What follows belongs to an exercise in optimizing a design on an open flow for small area, a short achievable clock period and few clock cycles; a production flow would make more cautious choices.
Function was checked by simulation only, so behaviour that the tests miss may differ from the original.

==> inputs of build 70 <==
==> flow/design.v <==
module DCT(
	input                     clk,
	input                     rst_n,
	input                     in_valid,
	input  signed       [7:0] in_data,
	output logic              out_valid,
	output logic signed [9:0] out_data
);
function [35:0] csa;
	input [17:0] a, b, c;
	reg [17:0] s, k;
	begin
		s = a ^ b ^ c;
		k = (a & b) | (a & c) | (b & c);
		csa = {k[16:0], 1'b0, s};
	end
endfunction
function [17:0] padd;
	input [17:0] a, b;
	input        cin;
	reg [17:0] p, g, gg, pp, c;
	integer d, i;
	begin
		p = a ^ b;
		g = a & b;
		g[0] = g[0] | (p[0] & cin);
		gg = g;
		pp = p;
		for (d = 1; d < 18; d = d * 2)
			for (i = 17; i >= d; i = i - 1) begin
				gg[i] = gg[i] | (pp[i] & gg[i-d]);
				pp[i] = pp[i] & pp[i-d];
			end
		c = {gg[16:0], cin};
		padd = p ^ c;
	end
endfunction
function [17:0] padds;
	input [17:0] a, b;
	input        cin;
	reg [17:0] p, g, gg, pp, c;
	integer l, i, m;
	begin
		p = a ^ b;
		g = a & b;
		g[0] = g[0] | (p[0] & cin);
		gg = g;
		pp = p;
		for (l = 0; l < 5; l = l + 1)
			for (i = 0; i < 18; i = i + 1)
				if ((i >> l) & 1) begin
					m = ((i >> l) << l) - 1;
					gg[i] = gg[i] | (pp[i] & gg[m]);
					pp[i] = pp[i] & pp[m];
				end
		c = {gg[16:0], cin};
		padds = p ^ c;
	end
endfunction
function [35:0] paddc;
	input [17:0] a, b;
	reg [17:0] p, g, gg, pp, c0, c1;
	integer d, i;
	begin
		p = a ^ b;
		g = a & b;
		gg = g;
		pp = p;
		for (d = 1; d < 18; d = d * 2)
			for (i = 17; i >= d; i = i - 1) begin
				gg[i] = gg[i] | (pp[i] & gg[i-d]);
				pp[i] = pp[i] & pp[i-d];
			end
		c0 = {gg[16:0], 1'b0};
		c1 = {gg[16:0] | pp[16:0], 1'b1};
		paddc = {p ^ c1, p ^ c0};
	end
endfunction
logic [5:0] cnt;
always_ff @(posedge clk or negedge rst_n) begin
	if (!rst_n)
		cnt <= 6'd0;
	else if (cnt == 6'd0)
		cnt <= in_valid ? 6'd1 : 6'd0;
	else if (cnt == 6'd33)
		cnt <= 6'd0;
	else
		cnt <= cnt + 6'd1;
end
always_ff @(posedge clk or negedge rst_n) begin
	if (!rst_n)
		out_valid <= 1'b0;
	else
		out_valid <= (cnt >= 6'd18) && (cnt <= 6'd33);
end
logic [5:0] cm10;
logic [1:0] trow;      
logic       t1even, s_p, s_qa, s_qb1, s_qb2;
logic       r0sel, rot, m2_ld, bank_ld, m_rot;
logic [1:0] osel;      
assign cm10 = cnt - 6'd10;
assign trow = cm10[3:2];
always_ff @(posedge clk) begin
	t1even  <= (trow == 2'd2);
	s_p     <= (trow == 2'd2);
	s_qa    <= (trow == 2'd1);
	s_qb1   <= (trow == 2'd1);
	s_qb2   <= (trow == 2'd2);
	r0sel   <= (cnt >= 6'd12) && (cnt <= 6'd15);
	rot     <= (cnt >= 6'd15) && (cnt <= 6'd25);
	m2_ld   <= (cnt == 6'd15) || (cnt == 6'd19) || (cnt == 6'd23) || (cnt == 6'd27);
	bank_ld <= (cnt == 6'd16) || (cnt == 6'd20) || (cnt == 6'd24) || (cnt == 6'd28);
	m_rot   <= (cnt == 6'd18) || (cnt == 6'd22) || (cnt == 6'd26) || (cnt == 6'd30);
	osel    <= cnt[1:0] + 2'd3;
end
logic signed [7:0] sr [0:15];
integer j;
always_ff @(posedge clk) begin
	sr[0] <= rot ? sr[15] : in_data;
	for (j = 1; j < 16; j = j + 1)
		sr[j] <= sr[j-1];
end
logic [17:0] r0a, r0b, r0c, r0d, r0s1, r0c1, r0pn, r0u, r0s;
assign r0a = {10'd0, ~sr[3][7], sr[3][6:0]};
assign r0b = {10'd0, ~sr[7][7], sr[7][6:0]};
assign r0c = {10'd0, ~sr[11][7], sr[11][6:0]};
assign {r0c1, r0s1} = csa(r0a, r0b, r0c);
assign r0pn = padds(r0s1, r0c1, 1'b0);
logic [9:0] r0p;
always_ff @(posedge clk)
	r0p <= r0pn[9:0];
assign r0d = {10'd0, ~sr[0][7], sr[0][6:0]};
assign r0u = padds({8'd0, r0p}, r0d, 1'b0);
assign r0s = {8'd0, ~r0u[9], r0u[8:0]};
logic [7:0] ta, tb, tc, td;
logic [7:0] pa, pb, qa, qb;
assign ta = sr[2];
assign tb = sr[6];
assign tc = sr[10];
assign td = sr[14];
assign pa = s_p ? ta : td;
assign pb = s_p ? tc : ta;
assign qa = s_qa ? tc : tb;
assign qb = s_qb1 ? tb : s_qb2 ? td : tc;
logic [17:0] p1w, q1w;
assign p1w = padds({{10{pa[7]}}, pa}, ~{{10{pb[7]}}, pb}, 1'b1);
assign q1w = padds({{10{qa[7]}}, qa}, ~{{10{qb[7]}}, qb}, 1'b1);
logic [8:0] tp, tqv;
logic       teven;
always_ff @(posedge clk) begin
	tp    <= p1w[8:0];
	tqv   <= q1w[8:0];
	teven <= t1even;
end
logic [17:0] xp, xq, xt1, xt2, xt3, xt4, xt5, xt6;
logic [17:0] xs1, xc1, xs2, xc2, xs3, xc3, xs, xc;
assign xp  = {9'd0, ~tp[8], tp[7:0]};
assign xq  = {9'd0, ~tqv[8], tqv[7:0]};
assign xt1 = xp << 6;
assign xt2 = teven ? (xq << 6) : (xq << 5);
assign xt3 = teven ? 18'd0 : (xp << 4);
assign xt4 = teven ? 18'd0 : (xp << 1);
assign xt5 = teven ? 18'd0 : xp;
assign xt6 = teven ? 18'd0 : (xq << 1);
assign {xc1, xs1} = csa(xt1, xt2, xt3);
assign {xc2, xs2} = csa(xt4, xt5, xt6);
assign {xc3, xs3} = csa(xs1, xc1, xs2);
assign {xc,  xs}  = csa(xs3, xc3, xc2);
logic [15:0] ts, tc2;
logic        teven2;
always_ff @(posedge clk) begin
	ts     <= xs[15:0];
	tc2    <= xc[15:0];
	teven2 <= teven;
end
logic [17:0] tk, tsa, tca, tx;
assign tk  = teven2 ? 18'h08000 : 18'h08B00;
assign {tca, tsa} = csa({2'd0, ts}, {2'd0, tc2}, tk);
assign tx  = padds(tsa, tca, 1'b0);
logic [8:0]  yn;
logic        cn;
logic [8:0]  tq [1:3];
logic [17:0] ynext;
assign ynext = padds({9'd0, yn}, 18'd0, cn);
always_ff @(posedge clk) begin
	if (r0sel) begin
		yn <= r0s[9:1];
		cn <= r0s[9] & r0s[0];
	end else begin
		yn <= tx[15:7];
		cn <= tx[15] & (tx[6:0] != 7'd0);
	end
	tq[1] <= ynext[8:0];
	tq[2] <= tq[1];
	tq[3] <= tq[2];
end
logic [17:0] t0u, t1u, ynu, ynnu;
assign t0u  = {9'd0, ~tq[3][8], tq[3][7:0]};
assign t1u  = {9'd0, ~tq[1][8], tq[1][7:0]};
assign ynu  = {9'd0, ~yn[8], yn[7:0]};
assign ynnu = {9'd0, yn[8], ~yn[7:0]};    
logic [17:0] e1u, o1u, o0u;
logic [9:0]  e1n, o1n, o0n;
assign e1u = padds(t1u, ynu, cn);
assign o1u = padds(t1u, ynnu, ~cn);
assign o0u = padds(t0u, ynnu, ~cn);
assign e1n = {~e1u[9], e1u[8:0]};
assign o1n = {~o1u[9], o1u[8:0]};
assign o0n = {~o0u[9], o0u[8:0]};
logic [9:0] e1r;
always_ff @(posedge clk)
	e1r <= e1n;
logic [17:0] e1p, e1m, as0, ac0, as2, ac2, s0u, s2u;
logic [10:0] s0, s2;
assign e1p = {8'd0, ~e1r[9], e1r[8:0]};
assign e1m = {8'd0, e1r[9], ~e1r[8:0]};
assign {ac0, as0} = csa(t0u, ynu, e1p);
assign {ac2, as2} = csa(t0u, ynu, e1m);
assign s0u = padd(as0, {ac0[17:1], cn}, 1'b0);
assign s2u = padd(as2, {ac2[17:1], cn}, 1'b1);
assign s0 = {~s0u[10], s0u[9:0]};
assign s2 = {~s2u[10], s2u[9:0]};
logic [9:0]  y0r, y2r, m1, m2;
logic        y0f, y2f;
logic [17:0] m2n;
assign m2n = padds({8'd0, ~m2}, 18'd0, 1'b1);
always_ff @(posedge clk) begin
	y0r  <= s0[10:1];
	y0f  <= s0[10] & s0[0];
	if (bank_ld) begin
		y2r <= s2[10:1];
		y2f <= s2[10] & s2[0];
	end
	if (bank_ld)
		m1 <= o0n[9:0];
	else if (m_rot)
		m1 <= m2n[9:0];
	if (m2_ld)
		m2 <= o1n[9:0];
	else if (m_rot)
		m2 <= m1;
end
logic [17:0] zm1, zm2;
logic [17:0] zs1, zc1, zs2, zc2, zs3, zc3, zs, zc, zlo;
logic [6:0]  zor;
assign zm1 = {8'd0, ~m1[9], m1[8:0]};
assign zm2 = {8'd0, ~m2[9], m2[8:0]};
assign {zc1, zs1} = csa(zm1 << 6, zm1 << 4, zm1 << 1);
assign {zc2, zs2} = csa(zm1, zm2 << 5, zm2 << 1);
assign {zc3, zs3} = csa(zs1, zc1, zs2);
assign {zc,  zs}  = csa(zs3, zc3, zc2);
assign zlo = padds({11'd0, zs[6:0]}, {11'd0, zc[6:0]}, 1'b0);
assign zor = {zs[5:0] | zc[5:0], 1'b0};
logic [9:0] zsh, zch;
logic       zc7;
logic       znz;
always_ff @(posedge clk) begin
	zsh <= zs[16:7];
	zch <= zc[16:7];
	zc7 <= zlo[7];
	znz <= ((zs[6:0] ^ zc[6:0]) != zor);
end
logic [17:0] uk, us, uc;
logic [35:0] uu;
assign uk = {8'd0, 10'h22C | {9'd0, zc7}};
assign {uc, us} = csa({8'd0, zsh}, {8'd0, zch}, uk);
assign uu = paddc(us, uc);
logic [17:0] yi;
logic [9:0]  obase;
logic        zsel;
assign yi    = padds({8'd0, osel[1] ? y2r : y0r}, 18'd0, osel[1] ? y2f : y0f);
assign obase = osel[0] ? uu[9:0] : yi[9:0];
assign zsel  = osel[0] & znz & uu[9];
always_ff @(posedge clk)
	out_data <= zsel ? uu[27:18] : obase;
endmodule
==> flow/flow/run.sh <==
#!/bin/bash
# Layout: the standard flow (standard.sh, all steps), except that the
# buffers ORFS puts on the input and output ports are buf_2 cells
# (buffer_ports -buffer_cell), and timing repair aims for 7.4 ns of setup slack.
# make's full output goes to flow.log here; each step's own log is under orfs/logs/.
set -euo pipefail
export BUFFER_PORTS_ARGS="-buffer_cell sky130_fd_sc_hd__buf_2"
export SETUP_SLACK_MARGIN=7.4
bash standard.sh > flow.log 2>&1
==> flow/standard.sh <==
#!/bin/bash
# synth_recipe.tcl (not shown) runs the flow's synth.tcl, then flattens the netlist and writes it again
# the make line also repeats each setting of config.mk as NAME=value (left out here)
make -C /OpenROAD-flow-scripts/flow DESIGN_CONFIG=/design/flow/config.mk WORK_HOME=/design/flow/orfs CLKGATE_MAP_FILE= SYNTH_SCRIPT=/design/flow/synth_recipe.tcl "${@:-finish}"
==> flow/config.mk <==
export PLATFORM = sky130hd
export DESIGN_NAME = DCT
export DESIGN_NICKNAME = DCT
export VERILOG_FILES = /design/flow/design.v
export SDC_FILE = /design/flow/constraint.sdc
export NUM_CORES = 4
export LEC_CHECK = 0
export CAP_MARGIN = 20
export CORE_MARGIN = 2
export CORE_UTILIZATION = 60
export CTS_CLUSTER_DIAMETER = 100
export CTS_CLUSTER_SIZE = 30
export SLEW_MARGIN = 20
==> flow/constraint.sdc <==
create_clock -name core_clock -period 10.5 [get_ports {clk}]
set_input_delay 2.1000 -clock core_clock [delete_from_list [all_inputs] [get_ports {clk}]]
set_output_delay 2.1000 -clock core_clock [all_outputs]
set_load 0.01 [all_outputs]
==> build 36: changes against build 70 <==
--- a/flow/design.v
+++ b/flow/design.v
@@ -97,5 +97,5 @@
 logic [1:0] trow;      
 logic       t1even, s_p, s_qa, s_qb1, s_qb2;
-logic       r0sel, rot, m2_ld, bank_ld, m_rot;
+logic       r0sel, rot, m2_ld, bank_ld, y2_ld, m_rot;
 logic [1:0] osel;      
 assign cm10 = cnt - 6'd10;
@@ -111,4 +111,5 @@
 	m2_ld   <= (cnt == 6'd15) || (cnt == 6'd19) || (cnt == 6'd23) || (cnt == 6'd27);
 	bank_ld <= (cnt == 6'd16) || (cnt == 6'd20) || (cnt == 6'd24) || (cnt == 6'd28);
+	y2_ld   <= (cnt == 6'd17) || (cnt == 6'd21) || (cnt == 6'd25) || (cnt == 6'd29);
 	m_rot   <= (cnt == 6'd18) || (cnt == 6'd22) || (cnt == 6'd26) || (cnt == 6'd30);
 	osel    <= cnt[1:0] + 2'd3;
@@ -195,40 +196,33 @@
 	tq[3] <= tq[2];
 end
-logic [17:0] t0u, t1u, ynu, ynnu;
-assign t0u  = {9'd0, ~tq[3][8], tq[3][7:0]};
-assign t1u  = {9'd0, ~tq[1][8], tq[1][7:0]};
-assign ynu  = {9'd0, ~yn[8], yn[7:0]};
-assign ynnu = {9'd0, yn[8], ~yn[7:0]};    
-logic [17:0] e1u, o1u, o0u;
-logic [9:0]  e1n, o1n, o0n;
-assign e1u = padds(t1u, ynu, cn);
-assign o1u = padds(t1u, ynnu, ~cn);
-assign o0u = padds(t0u, ynnu, ~cn);
-assign e1n = {~e1u[9], e1u[8:0]};
-assign o1n = {~o1u[9], o1u[8:0]};
-assign o0n = {~o0u[9], o0u[8:0]};
-logic [9:0] e1r;
+logic [17:0] t0e, t1e, yne;
+assign yne = {{9{yn[8]}}, yn};
+assign t1e = {{9{tq[1][8]}}, tq[1]};
+assign t0e = {{9{tq[3][8]}}, tq[3]};
+logic [17:0] e1n, o1n, o0n;
+assign e1n = padds(t1e, yne, cn);
+assign o1n = padds(t1e, ~yne, ~cn);
+assign o0n = padds(t0e, ~yne, ~cn);
+logic [10:0] e1r;
 always_ff @(posedge clk)
-	e1r <= e1n;
-logic [17:0] e1p, e1m, as0, ac0, as2, ac2, s0u, s2u;
-logic [10:0] s0, s2;
-assign e1p = {8'd0, ~e1r[9], e1r[8:0]};
-assign e1m = {8'd0, e1r[9], ~e1r[8:0]};
-assign {ac0, as0} = csa(t0u, ynu, e1p);
-assign {ac2, as2} = csa(t0u, ynu, e1m);
-assign s0u = padd(as0, {ac0[17:1], cn}, 1'b0);
-assign s2u = padd(as2, {ac2[17:1], cn}, 1'b1);
-assign s0 = {~s0u[10], s0u[9:0]};
-assign s2 = {~s2u[10], s2u[9:0]};
-logic [9:0]  y0r, y2r, m1, m2;
-logic        y0f, y2f;
-logic [17:0] m2n;
+	e1r <= e1n[10:0];
+logic [17:0] e1x, as0, ac0, as2, ac2, s0, s2;
+assign e1x = {{7{e1r[10]}}, e1r};
+assign {ac0, as0} = csa(t0e, yne, e1x);
+assign {ac2, as2} = csa(t0e, yne, ~e1x);
+assign s0 = padd(as0, ac0, cn);
+assign s2 = padd(as2, {ac2[17:1], cn}, 1'b1);
+logic [9:0]  y0r, y2a, y2r, m1, m2;
+logic        y0f, y2af;
+logic [17:0] y2i, m2n;
+assign y2i = padds({8'd0, y2a}, 18'd0, y2af);
 assign m2n = padds({8'd0, ~m2}, 18'd0, 1'b1);
 always_ff @(posedge clk) begin
 	y0r  <= s0[10:1];
-	y0f  <= s0[10] & s0[0];
-	if (bank_ld) begin
-		y2r <= s2[10:1];
-		y2f <= s2[10] & s2[0];
+	y0f  <= s0[11] & s0[0];
+	y2a  <= s2[10:1];
+	y2af <= s2[11] & s2[0];
+	if (y2_ld) begin
+		y2r <= y2i[9:0];
 	end
 	if (bank_ld)
@@ -266,9 +260,9 @@
 assign {uc, us} = csa({8'd0, zsh}, {8'd0, zch}, uk);
 assign uu = paddc(us, uc);
-logic [17:0] yi;
+logic [17:0] y0i;
 logic [9:0]  obase;
 logic        zsel;
-assign yi    = padds({8'd0, osel[1] ? y2r : y0r}, 18'd0, osel[1] ? y2f : y0f);
-assign obase = osel[0] ? uu[9:0] : yi[9:0];
+assign y0i   = padds({8'd0, y0r}, 18'd0, y0f);
+assign obase = osel[0] ? uu[9:0] : osel[1] ? y2r : y0i[9:0];
 assign zsel  = osel[0] & znz & uu[9];
 always_ff @(posedge clk)
==> flow/flow/run.sh (replaced) <==
#!/bin/bash
# Layout: the standard flow (standard.sh, all steps), except that the
# buffers ORFS puts on the input and output ports are buf_2 cells
# (buffer_ports -buffer_cell), and timing repair aims for 7.45 ns of setup slack.
# make's full output goes to flow.log here; each step's own log is under orfs/logs/.
set -euo pipefail
export BUFFER_PORTS_ARGS="-buffer_cell sky130_fd_sc_hd__buf_2"
export SETUP_SLACK_MARGIN=7.45
bash standard.sh > flow.log 2>&1
--- a/flow/config.mk
+++ b/flow/config.mk
@@ -8,5 +8,5 @@
 export CAP_MARGIN = 20
 export CORE_MARGIN = 2
-export CORE_UTILIZATION = 60
+export CORE_UTILIZATION = 70
 export CTS_CLUSTER_DIAMETER = 100
 export CTS_CLUSTER_SIZE = 30
==> out/metrics.yaml <==
grt:
  met1_usage_pct: 24.5
  track_usage_pct: 20.7
setup_path:
  worst-r2r-setup-slack_ps: 7500
layout:
  stdcell_count: 1705
  fillers: 2078
sta:
  period_share_pct: 29.5
  max-slew-margin-rel_pct: 33.4
  hold_ws_ps: 325
logic_synthesis:
  yosysSeqAreaShare_pct: 43.7
clock_network:
  cts_sinks: 323
placed_design:
  placed_area_um2: 16000
outcome:
  outcome: "timing/DRC/antenna clean"
[end of results for build 70]
==> out/metrics.yaml <==
sta:
  period_share_pct: 29.7
  hold_ws_ps: 323
  max-slew-margin-rel_pct: 53.7
layout:
  stdcell_count: 1728
  fillers: 1563
grt:
  met1_usage_pct: 27.5
  track_usage_pct: 24.7
logic_synthesis:
  yosysSeqAreaShare_pct: 43.4
setup_path:
  reg2reg_depth: 10
outcome:
  outcome: "timing/DRC/antenna clean"
clock_network:
  cts_sinks: 334
route:
  topRoutingLayerUsed: "met4"
placed_design:
  placed_area_um2: 16500
[end of results for build 36]
Testbench counts of build 70, summed over its fixed seeds: cycles 8,704.
Testbench counts of build 36, summed over its fixed seeds: cycles 8,704.

## port drivers added, routing unchanged
No port has a modelled driver above. Below, the same layouts with a new extraction and two added sets of constraints. Step 1: set_driving_cell puts a clkbuf_16 on clk and a buf_2 on each other input, an assumption about the parent block. Step 2 times the ports against the registers' clock, not the clock port: input delays grow and output delays shrink by t, the midpoint of the rising clock arrivals with the driver on. Slacks: no drivers / after step 1 / after step 2; pairs: no drivers / after step 1.
run | t (ns) | setup slack, ns | clock arrival spread, ns | worst register clock-pin slew, ns
build 70 | 0.540 | 7.406 / 7.358 / 7.496 | 0.013 / 0.013 | 0.11 / 0.11
build 36 | 0.547 | 7.386 / 7.342 / 7.544 | 0.024 / 0.024 | 0.11 / 0.11
After both steps every run listed still meets setup and hold.
